This is an optimization exercise on Yosys and OpenROAD, whose aim is small area, a short achievable clock period and few clock cycles per item, not a production implementation.

Design Processor, start of the top module:
module Processor(clk , rst , imem_addr , imem_data , IR , Loaded , Stored , Out , valid) ;
	input clk ;
	input rst ;
	input [15:0] imem_data ;
	output [15:0] imem_addr ;
	output reg valid ;
	output reg [15:0] Out , Stored , Loaded ;
	output reg [15:0] IR ;
	localparam [255:0] RINIT = {
		16'h1984, 16'h3994, 16'h0CDE, 16'h1CBA, 16'h0102, 16'h1A32, 16'h0414, 16'h22DA,
		16'h1C86, 16'h22E0, 16'h0001, 16'h1C3A, 16'h00AA, 16'h0030, 16'h0020, 16'h0010 } ;
	localparam [255:0] MINIT = {
		16'h1984, 16'h0000, 16'h0CDE, 16'h0000, 16'h0102, 16'h1A32, 16'h0000, 16'h22DA,
		16'h0000, 16'h0000, 16'h0000, 16'h1C3A, 16'h00AA, 16'h0000, 16'h0020, 16'h0001 } ;
	reg [15:0] pc ;
	assign imem_addr = pc ;
	reg [255:0] rf ;    
	reg [255:0] dm ;    
	reg rst_q ;
	reg [15:0] IRd ;
	reg vd ;
	always @(posedge clk) begin
		IRd <= imem_data ;
		rst_q <= rst ;
		if (rst) begin
			pc <= 16'd0 ;
			vd <= 1'b0 ;
		end else begin
			pc <= pc + 16'd1 ;
			vd <= 1'b1 ;
		end
	end
	wire [3:0] d_op  = IRd[15:12] ;
	wire [3:0] d_rd  = IRd[11:8] ;
	wire [3:0] d_rs1 = IRd[7:4] ;
	wire [3:0] d_rs2 = IRd[3:0] ;
	wire d_sub   = (d_op == 4'd1) ;
	wire d_and   = (d_op == 4'd2) ;
	wire d_or    = (d_op == 4'd3) ;
	wire d_xor   = (d_op == 4'd4) ;
	wire d_load  = (d_op == 4'd5) ;
	wire d_store = (d_op == 4'd6) ;
	wire d_sum   = !(d_and || d_or || d_xor || d_load || d_store) ;
	wire [3:0] d_rb = d_store ? d_rd : d_rs2 ;
	reg [15:0] A , Bx ;   
	reg [15:0] IRe ;
	reg ve ;
	reg c_sub , c_and , c_or , c_xor , c_ld , c_st , c_sum ;
	reg fa ;              
	reg fbp , fbn ;       
	reg ww ;              
	reg [3:0] wrd ;
	wire e_wr = ve && !c_st ;    
	wire [15:0] rfa = (ww && wrd == d_rs1) ? Out : rf[{d_rs1, 4'b0} +: 16] ;
	wire [15:0] rfb = (ww && wrd == d_rb) ? Out : rf[{d_rb, 4'b0} +: 16] ;
	wire fwa = e_wr && (IRe[11:8] == d_rs1) ;
	wire fwb = e_wr && (IRe[11:8] == d_rb) ;
	always @(posedge clk) begin
		A <= rfa ;
		Bx <= d_sub ? ~rfb : rfb ;
		IRe <= IRd ;
		fa <= fwa ;
		fbp <= fwb && !d_sub ;
		fbn <= fwb && d_sub ;
		c_sub <= d_sub ;
		c_and <= d_and ;
  ...
==> flow/config.mk <==
export PLATFORM = sky130hd
export DESIGN_NAME = Processor
export DESIGN_NICKNAME = Processor
export VERILOG_FILES = /design/flow/design.v
export SDC_FILE = /design/flow/constraint.sdc
export NUM_CORES = 4
export LEC_CHECK = 0
export ABC_CLOCK_PERIOD_IN_PS = 2500
export CAP_MARGIN = 20
export CORE_MARGIN = 2
export CORE_UTILIZATION = 50
export SETUP_SLACK_MARGIN = 3.5
export SLEW_MARGIN = 20
==> flow/constraint.sdc <==
create_clock -name core_clock -period 6.0 [get_ports {clk}]
set_input_delay 1.2000 -clock core_clock [delete_from_list [all_inputs] [get_ports {clk}]]
set_output_delay 1.2000 -clock core_clock [all_outputs]
set_load 0.01 [all_outputs]
run.sh (not shown) runs the stock make flow with config.mk's settings and CLKGATE_MAP_FILE= SYNTH_SCRIPT=/design/flow/synth_recipe.tcl, a recipe that flattens the netlist after the stock synthesis.
The starting point passed the timing, design-rule and antenna checks.
Then changed:
- ABC_CLOCK_PERIOD_IN_PS: 2500 -> 2000
- SETUP_SLACK_MARGIN: 3.5 -> 3.9
- cell count went up by 3.3%
- count of clock-buffer cells in the layout went down by 19
- worst hold slack got worse by 0.0037 ns
- synthesized cell count stays the same
Function was not checked in any run of this note: the RTL went through the layout flow alone.

---

Setup of main:
Processor, a different RTL version from the one above (not shown whole).
For scale: roughly 1800 cells after synthesis, about 680 flip-flops, roughly 99 I/O pins, about 29000 um^2 of cells after synthesis.
Design Processor, start of the top module:
module Processor(clk , rst , imem_addr , imem_data , IR , Loaded , Stored , Out , valid) ;
	input clk ;
	input rst ;
	input [15:0] imem_data ;
	output [15:0] imem_addr ;
	output reg valid ;
	output reg [15:0] Out , Stored , Loaded ;
	output reg [15:0] IR ;
	localparam [255:0] RINIT = {
		16'h1984, 16'h3994, 16'h0CDE, 16'h1CBA, 16'h0102, 16'h1A32, 16'h0414, 16'h22DA,
		16'h1C86, 16'h22E0, 16'h0001, 16'h1C3A, 16'h00AA, 16'h0030, 16'h0020, 16'h0010 } ;
	localparam [255:0] MINIT = {
		16'h1984, 16'h0000, 16'h0CDE, 16'h0000, 16'h0102, 16'h1A32, 16'h0000, 16'h22DA,
		16'h0000, 16'h0000, 16'h0000, 16'h1C3A, 16'h00AA, 16'h0000, 16'h0020, 16'h0001 } ;
	reg [15:0] pc ;
	assign imem_addr = pc ;
	reg [255:0] rf ;    
	reg [255:0] dm ;    
	reg rst_q ;
	reg [15:0] IRd ;
	reg [3:0] d_rb ;      
	reg d_sub ;
	reg vd ;
	always @(posedge clk) begin
		IRd <= imem_data ;
		d_rb <= (imem_data[15:12] == 4'd6) ? imem_data[11:8] : imem_data[3:0] ;
		d_sub <= (imem_data[15:12] == 4'd1) ;
		rst_q <= rst ;
		if (rst) begin
			pc <= 16'd0 ;
			vd <= 1'b0 ;
		end else begin
			pc <= pc + 16'd1 ;
			vd <= 1'b1 ;
		end
	end
	wire [3:0] d_op  = IRd[15:12] ;
	wire [3:0] d_rs1 = IRd[7:4] ;
	wire d_and   = (d_op == 4'd2) ;
	wire d_or    = (d_op == 4'd3) ;
	wire d_xor   = (d_op == 4'd4) ;
	wire d_load  = (d_op == 4'd5) ;
	wire d_store = (d_op == 4'd6) ;
	wire d_sum   = !(d_and || d_or || d_xor || d_load || d_store) ;
	reg [15:0] A , Bx ;   
	reg [15:0] IRe ;
	reg ve ;
	reg c_sub , c_and , c_or , c_xor , c_ld , c_st , c_sum ;
	reg ww ;              
	reg [3:0] wrd ;
	wire [15:0] res ;     
	reg [3:0] Am ;        
	wire e_wr = ve && !c_st ;    
	wire fwa = e_wr && (IRe[11:8] == d_rs1) ;
	wire fwb = e_wr && (IRe[11:8] == d_rb) ;
	wire [15:0] rfa = (ww && wrd == d_rs1) ? Out : rf[{d_rs1, 4'b0} +: 16] ;
	wire [15:0] rfb = (ww && wrd == d_rb) ? Out : rf[{d_rb, 4'b0} +: 16] ;
	wire [15:0] opb = fwb ? res : rfb ;
  ...
clock: 6.0 ns
lec_check: 0
cap_margin: 20
core_margin: 2
core_utilization: 50
cts_cluster_diameter: 60
cts_cluster_size: 30
setup_slack_margin: 3.7
slew_margin: 20
Relative to main, the following input files were edited for the feature branch:
-- flow/config.mk --
<<< main, line 10
export CORE_UTILIZATION = 50
export CTS_CLUSTER_DIAMETER = 60
export CTS_CLUSTER_SIZE = 30
export SETUP_SLACK_MARGIN = 3.7
export SLEW_MARGIN = 20
>>> the feature branch, line 10
export CORE_UTILIZATION = 50
export SETUP_SLACK_MARGIN = 3.5
export SLEW_MARGIN = 20
Relative to main, met3 layer usage reported by global route has increased by 0.68 points in the feature branch. The feature branch: non-clock buffer instance count of the final layout is 28% lower than what main reported. Comparing pin count of the biggest net entering global routing for main and the feature branch, the smaller number came from main. Of the two candidates, main has the worse final instance area and the feature branch the better one. Between main and the feature branch, the multi-input gate share of the layout cell area does not differ in any meaningful way.
Function was not checked in any run of this note: the RTL went through the layout flow alone.

static timing again, ports no longer ideal:
No port has a modelled driver above. Below, the same layouts with a new extraction and two added sets of constraints.
Step 1 (the two cells are an assumption about what drives the block):
set clk [get_ports {clk}]
set_driving_cell -lib_cell sky130_fd_sc_hd__clkbuf_16 $clk
set_driving_cell -lib_cell sky130_fd_sc_hd__buf_2 [delete_from_list [all_inputs] $clk]
Step 2 times the ports against the registers' clock, not the clock port: input delays grow and output delays shrink by t, the midpoint of the rising clock arrivals with the driver on.
Slacks: ideal ports / drivers / drivers and shift; pairs: ideal ports / drivers.
run | shift t [ns] | setup slack, ns | worst register clock-pin slew, ns
the first run of note 1 | 0.667 | 3.010 / 3.010 / 3.010 | 0.06 / 0.06
the second run of note 1 | 0.673 | 2.950 / 2.950 / 2.950 | 0.07 / 0.07
main | 0.659 | 3.460 / 3.460 / 3.205 | 0.10 / 0.10
the feature branch | 0.664 | 3.486 / 3.471 / 3.030 | 0.06 / 0.06
After both steps every run listed still meets setup and hold. The setup slack of the feature branch, which loses most, moves by -0.015 ns with the drivers and by -0.456 ns with both steps.
